What follows belongs to an exercise in optimizing a design on an open flow for small area; a production flow would make more cautious choices.
The RTL was checked by simulation tests, not by an equivalence proof against the original design.
Power is estimated from default activity; no workload was simulated.

==> v4: inputs <==
==> flow/design.v (excerpt) <==
module Controller_top(
    input  logic clk,
    input  logic rst,
    output logic TRIGGER,
    input  logic ECHO,
    output logic PWM_out
);
==> module Controller_top, before the edit <==
module Controller_top(
    input  logic clk,
    input  logic rst,
    output logic TRIGGER,
    input  logic ECHO,
    output logic PWM_out
);
    logic s1, e;
    always_ff @(posedge clk) begin
        s1 <= ECHO;
        e  <= s1;
    end
    localparam logic [2:0] IDLE = 3'd0, TRIG = 3'd1, WAIT = 3'd2, MEAS = 3'd3, DONE = 3'd4;
    logic [2:0]  st;
    logic [23:0] R;
    wire zl = ~|R[10:0];
    wire zm = ~|R[15:11];
    wire zh = ~|R[21:16];
    wire zt = ~|R[23:22];
    wire [15:0] dec_lo = R[15:0] - 16'd1;
    wire        hi_cin = (st == WAIT) ? (zl & zm) : 1'b1;
    wire [7:0]  dec_hi = R[23:16] - {7'd0, hi_cin};
    wire [15:0] echo_nx = !zl ? dec_lo :
                          {zm ? 5'd0 : dec_lo[15:11], R[11] ? 11'd1259 : 11'd1260};
    always_ff @(posedge clk) begin
        if (rst) st <= IDLE;
        else case (st)
            IDLE: st <= TRIG;
            TRIG: if (zl) st <= WAIT;
            WAIT: if (e) st <= MEAS; else if (zl & zm & zh) st <= IDLE;
            MEAS: if (!e) st <= DONE;
            DONE: if (zh & zt) st <= TRIG;
            default: st <= IDLE;
        endcase
    end
    always_ff @(posedge clk) begin
        case (st)
            IDLE: R <= 24'd350;
            TRIG: R <= zl ? 24'd3000000 : {dec_hi, dec_lo};
            WAIT: R <= e ? {R[23:16], 5'd23, 11'd419} : {dec_hi, dec_lo};
            MEAS: R <= {8'd199, e ? echo_nx : R[15:0]};
            DONE: R <= (zh & zt) ? 24'd350 : {dec_hi, e ? echo_nx : R[15:0]};
            default: R <= 24'd350;
        endcase
    end
    logic [4:0] D;
    always_ff @(posedge clk) begin
        if (rst) D <= 5'd0;
        else if (st == DONE) D <= R[15:11];
    end
    logic [7:0] cnt;
    wire  [7:0] cnt_n = rst ? 8'd0 : cnt + 8'd1;
    logic [8:0] thr;
    always_comb begin
        case (D)
            5'd0:  thr = 9'd0;   5'd1:  thr = 9'd12;  5'd2:  thr = 9'd25;
            5'd3:  thr = 9'd38;  5'd4:  thr = 9'd51;  5'd5:  thr = 9'd64;
            5'd6:  thr = 9'd76;  5'd7:  thr = 9'd89;  5'd8:  thr = 9'd102;
            5'd9:  thr = 9'd115; 5'd10: thr = 9'd128; 5'd11: thr = 9'd140;
            5'd12: thr = 9'd153; 5'd13: thr = 9'd166; 5'd14: thr = 9'd179;
            5'd15: thr = 9'd192; 5'd16: thr = 9'd204; 5'd17: thr = 9'd217;
            5'd18: thr = 9'd230; 5'd19: thr = 9'd243;
            default: thr = 9'd256;
        endcase
    end
    logic x, pwm;
    always_ff @(posedge clk) begin
        cnt <= cnt_n;
        x   <= ({1'b0, cnt_n} < thr);
        pwm <= !rst & x;
    end
    assign PWM_out = pwm;
    assign TRIGGER = !rst & (st == TRIG);
endmodule
clock: 12.0 ns
lec_check: 0
cap_margin: 20
core_margin: 2
core_utilization: 40
slew_margin: 20
run.sh (not shown) runs the stock make flow with config.mk's settings and CLKGATE_MAP_FILE= SYNTH_SCRIPT=/design/flow/synth_recipe.tcl, a recipe that flattens the netlist after the stock synthesis.
==> inputs of v7, as changes to v4 <==
==> flow/design.v (replaced) <==
`timescale 1ns / 1ps
`timescale 1ns / 1ps
`timescale 1ns / 1ps
`timescale 1ns / 1ps
`timescale 1ns / 1ps
module Controller_top(
    input  logic clk,
    input  logic rst,
    output logic TRIGGER,
    input  logic ECHO,
    output logic PWM_out
);
    logic s1, e;
    always_ff @(posedge clk) begin
        s1 <= ECHO;
        e  <= s1;
    end
    localparam logic [1:0] TRIG = 2'b00, WAIT = 2'b01, MEAS = 2'b11, DONE = 2'b10;
    logic [1:0]  st;
    logic [21:0] T;
    logic [1:0]  X;
    logic [4:0]  D;
    logic [3:0]  p;
    logic [4:0]  g;
    wire t_idle = T[0] & ~T[1] & T[2] & T[3] & T[5] & ~T[9] & T[21];    
    wire t_trig = ~T[3] & T[4] & ~T[8] & ~T[16];    
    wire t_wait = T[0] & ~T[1] & ~T[2] & ~T[3] & ~T[4] & ~T[5] & ~T[6] & T[7] & ~T[8] & ~T[9] & ~T[10] & ~T[11] & ~T[12] & ~T[13] & T[14] & ~T[15] & T[16] & T[17] & ~T[18] & ~T[21];    
    wire r_end = ~T[0] & ~T[1] & ~T[2] & T[5] & ~T[6] & T[7] & ~T[8] & T[9] & T[10];    
    wire dt_end = T[16] & ~T[17] & T[18] & ~T[19] & ~T[21] & ~X[0] & ~X[1];    
    wire p_end = ~p[0] & ~p[2] & p[3];    
    always_ff @(posedge clk) begin
        if (rst) st <= TRIG;
        else case (st)
            TRIG: if (t_trig) st <= WAIT;
            WAIT: if (e) st <= MEAS; else if (t_wait) st <= TRIG;
            MEAS: if (!e) st <= DONE;
            DONE: if (dt_end) st <= TRIG;
        endcase
    end
    wire [21:0] T_sh  = {T[20:0], ~(T[21] ^ T[20])};
    wire [4:0]  q     = T[15:11];
    wire [15:0] echo_n = r_end ? {q - {4'd0, q != 5'd0}, 10'd0, q[0]}
                               : {q, T[9:0], ~(T[10] ^ T[8])};
    wire [7:0]  dt_sh = {X[0], T[21:16], ~(X[1] ^ T[21] ^ T[20] ^ T[19])};
    always_ff @(posedge clk) begin
        X <= {X[0], T[21]};
        if (rst) T <= 22'h3ffdfd;
        else case (st)
            TRIG: T <= T_sh;
            WAIT: T <= e ? {T_sh[21:16], 5'd23, 11'h376} : t_wait ? 22'h3ffdfd : T_sh;
            MEAS: begin
                T[21:16] <= 6'd0;
                X <= 2'd0;
                if (e) T[15:0] <= echo_n;
            end
            DONE: begin
                if (dt_end) T <= 22'h3ffbfb;
                else begin
                    {X, T[21:16]} <= dt_sh;
                    if (e) T[15:0] <= echo_n;
                end
            end
        endcase
    end
    always_ff @(posedge clk) begin
        if (rst) D <= 5'd0;
        else if (st == DONE) D <= q;
    end
    wire last5 = (g == 5'd4) || (g == 5'd9) || (g == 5'd14) || (g == 5'd19);
    logic [3:0] p_n;
    logic [4:0] g_n;
    always_comb begin
        if (rst) begin
            p_n = 4'd1; g_n = 5'd0;
        end else if (p_end) begin
            p_n = {3'd0, last5};
            g_n = (g == 5'd19) ? 5'd0 : g + 5'd1;
        end else begin
            p_n = {p[2:0], ~(p[3] ^ p[2])};
            g_n = g;
        end
    end
    logic x, pwm;
    always_ff @(posedge clk) begin
        p   <= p_n;
        g   <= g_n;
        x   <= (g_n < D);
        pwm <= !rst & x;
    end
    assign PWM_out = pwm;
    assign TRIGGER = !rst & (st == TRIG) & !t_idle;
endmodule
==> flow/flow/run.sh (new file) <==
#!/bin/bash
# Layout flow: the standard flow (standard.sh) with these changes:
#  - synthesis maps the logic with an area-oriented ABC script
#    (flow/abc_area.script) and without Yosys's full/half-adder extraction;
#    the rest of the synthesis (registers, flattening, renaming) is the standard flow's own;
#  - clock tree synthesis with explicit buffer choice and no dummy load cells;
#  - port buffers are buf_1 cells.
# Each step's full output goes to its own log file here.
set -euo pipefail
rm -rf scripts_synth
cp -r "$FLOW_HOME/scripts" scripts_synth
cp flow/abc_area.script scripts_synth/abc_area.script
bash standard.sh SCRIPTS_DIR="$PWD/scripts_synth" ABC_AREA=1 ADDER_MAP_FILE= synth > synth.log 2>&1
bash standard.sh "CTS_ARGS=-sink_clustering_enable -repair_clock_nets -dont_use_dummy_load -buf_list sky130_fd_sc_hd__clkbuf_8 -root_buf sky130_fd_sc_hd__clkbuf_8 -sink_clustering_size 50 -sink_clustering_max_diameter 500" "BUFFER_PORTS_ARGS=-buffer_cell sky130_fd_sc_hd__buf_1"  > layout.log 2>&1
==> flow/flow/abc_area.script (new file) <==
strash
&get -n
&fraig -x
&put
scorr
dc2
strash
&get -n
&dch -f
&nf -R 1000 -a
&put
strash
&get -n
&synch2
&nf -R 1000 -a
&put
strash
&get -n
&synch2
&nf -R 1000 -a
&put
strash
&get -n
&dc2
&dch -f
&nf -R 1000 -a
&put
strash
&get -n
&synch2
&nf -R 1000 -a
&put
topo
==> flow/standard.sh (new file) <==
#!/bin/bash
# synth_recipe.tcl (not shown) runs the flow's synth.tcl, then flattens the netlist and writes it again
# the make line also repeats each setting of config.mk as NAME=value (left out here)
make -C /OpenROAD-flow-scripts/flow DESIGN_CONFIG=/design/flow/config.mk WORK_HOME=/design/flow/orfs CLKGATE_MAP_FILE= SYNTH_SCRIPT=/design/flow/synth_recipe.tcl "${@:-finish}"
removed: flow/run.sh
==> inputs of v23, as changes to v4 <==
==> flow/design.v (replaced) <==
`timescale 1ns / 1ps
`timescale 1ns / 1ps
`timescale 1ns / 1ps
`timescale 1ns / 1ps
`timescale 1ns / 1ps
module Controller_top(
    input  logic clk,
    input  logic rst,
    output logic TRIGGER,
    input  logic ECHO,
    output logic PWM_out
);
    logic s1, e;
    always_ff @(posedge clk) begin
        s1 <= ECHO;
        e  <= s1;
    end
    localparam logic [2:0] IDLE = 3'b000, TRIG = 3'b001, WAIT = 3'b011,
                           MEAS = 3'b010, DONE = 3'b110;
    logic [2:0]  st;
    logic [21:0] T;
    logic [10:0] r;
    logic [4:0]  q;
    logic [4:0]  D;
    logic [3:0]  p;
    logic [4:0]  g;
    wire t_done = ~T[1] & T[2] & ~T[9];    
    wire t_trig = ~T[3] & T[4] & ~T[8] & ~T[16];    
    wire t_wait = T[0] & ~T[1] & ~T[2] & ~T[3] & ~T[4] & ~T[5] & ~T[6] & T[7] & ~T[8] & ~T[9] & ~T[10] & ~T[11] & ~T[12] & ~T[13] & T[14] & ~T[15] & T[16] & T[17] & ~T[18] & ~T[21];    
    wire r_end = ~r[0] & ~r[1] & ~r[2] & r[5] & ~r[6] & r[7] & ~r[8] & r[9] & r[10];    
    wire p_end = ~p[0] & ~p[2] & p[3];    
    always_ff @(posedge clk) begin
        if (rst) st <= IDLE;
        else case (st)
            IDLE: st <= TRIG;
            TRIG: if (t_trig) st <= WAIT;
            WAIT: if (e) st <= MEAS; else if (t_wait) st <= IDLE;
            MEAS: if (!e) st <= DONE;
            DONE: if (t_done) st <= TRIG;
            default: st <= IDLE;
        endcase
    end
    wire [21:0] T_sh = {T[20:0], ~(T[21] ^ T[20])};
    always_ff @(posedge clk) begin
        if (st == IDLE) T <= 22'h3ffbfb;
        else if (st == MEAS) T <= 22'd0;
        else T <= T_sh;
    end
    wire counting = (st == MEAS) || (st == DONE);
    always_ff @(posedge clk) begin
        if (!counting) begin
            r <= 11'h376;
            q <= 5'd23;
        end else if (e) begin
            if (r_end) begin
                r <= {10'd0, q[0]};
                if (q != 5'd0) q <= q - 5'd1;
            end else begin
                r <= {r[9:0], ~(r[10] ^ r[8])};
            end
        end
    end
    always_ff @(posedge clk) begin
        if (rst) D <= 5'd0;
        else if (st == DONE) D <= q;
    end
    wire last5 = (g == 5'd4) || (g == 5'd9) || (g == 5'd14) || (g == 5'd19);
    logic [3:0] p_n;
    logic [4:0] g_n;
    always_comb begin
        if (rst) begin
            p_n = 4'd1; g_n = 5'd0;
        end else if (p_end) begin
            p_n = {3'd0, last5};
            g_n = (g == 5'd19) ? 5'd0 : g + 5'd1;
        end else begin
            p_n = {p[2:0], ~(p[3] ^ p[2])};
            g_n = g;
        end
    end
    logic x, pwm;
    always_ff @(posedge clk) begin
        p   <= p_n;
        g   <= g_n;
        x   <= (g_n < D);
        pwm <= !rst & x;
    end
    assign PWM_out = pwm;
    assign TRIGGER = !rst & (st == TRIG);
endmodule
==> run notes <==
|  | v7 | v4 | v23 |
|---|---|---|---|
| Run status | no timing/DRC/antenna violations | no timing/DRC/antenna violations | no timing/DRC/antenna violations |
| Share of total power in sequential cells | 62.7% | 50.9% | 50.1% |
| Starting density of the core | 41.8% | 41.4% | 41.4% |
| Horizontal die dimension | 71.7 um | 90.6 um | 82.3 um |
| Average vias per placed instance | 5.52 | 5.52 | 5.10 |
| Number of non-clock buffers | 5 | 8 | 5 |
| Synth cell types | 38 | 53 | 44 |
| Wire length on met3 | 157 um | 241 um | 177 um |
| Worst VDD drop | 55.4 uV | 56.5 uV | 98.1 uV |
| Placeable core region | 4380 um2 | 7250 um2 | 5920 um2 |
| Max FFs per register | 22 | 24 | 22 |
| Via count | 1539 | 2543 | 1810 |
| Worst hold margin | 0.331 ns | 0.339 ns | 0.329 ns |
| Area used by multi-input combinational logic | 917 um2 | 1770 um2 | 1170 um2 |
| Cell with the largest stage delay on the worst path | sky130_fd_sc_hd__nor4_1 | sky130_fd_sc_hd__clkdlybuf4s50_1 | sky130_fd_sc_hd__clkdlybuf4s50_1 |
| Reported combinational group power | 0.00000781 W | 0.0000762 W | 0.0000235 W |
| Routability congestion estimate | 0.873 | 0.794 | 0.808 |
| Height of the die | 71.7 um | 90.6 um | 82.3 um |
| Count of flip-flops with a built-in enable after synthesis | 0 | 8 | 0 |
| GRT met2 Usage | 27.2% | 26.6% | 24.4% |
| Syn Nets | 220 | 382 | 286 |
| Synthesized-area fraction occupied by and/or/nand/nor cells | 28.6% | 23.4% | 23.7% |
| Wire length per cell | 14.1 um | 14.1 um | 12.3 um |
| Clock transition at the registers of the reported paths | 0.08 ns | 0.09 ns | 0.07 ns |
| Synthesized-area fraction occupied by ao, oa, aoi and oai cells | 16.0% | 19.9% | 13.4% |
| Detailed-route wire length on metal 1 | 1900 um | 3280 um | 2120 um |
| TritonCTS Buffers | 5 | 5 | 9 |

## separate check: timing with driven ports
The flow's constraints put no driver on any port. The routed layouts listed below were extracted and timed again, unchanged, in two steps.
Step 1 (the two cells are an assumption about what drives the block):
set clk [get_ports {clk}]
set_driving_cell -lib_cell sky130_fd_sc_hd__clkbuf_16 $clk
set_driving_cell -lib_cell sky130_fd_sc_hd__buf_2 [delete_from_list [all_inputs] $clk]
Step 2 moves the port delays by t, midway between the first and last clock arrival at a register: inputs arrive t later, outputs are due t later. That takes back most of the time a late clock gives input paths.
a / b / c = no drivers / after step 1 / after step 2; a / b = the first two.
run	t (ns)	setup slack, ns	hold slack, ns	worst data-port slew with drivers (ns)	cell pins on the clock port's net
v4	0.328	5.914 / 5.893 / 5.893	0.339 / 0.339 / 0.339	0.03	1
v7	0.315	6.499 / 6.480 / 6.480	0.331 / 0.331 / 0.331	0.03	1
v23	0.359	5.928 / 5.904 / 5.904	0.329 / 0.329 / 0.329	0.03	1
After both steps every run listed still meets setup and hold. For v23, which loses most, drivers alone change the setup slack by -0.024 ns; drivers and shift together by -0.024 ns.
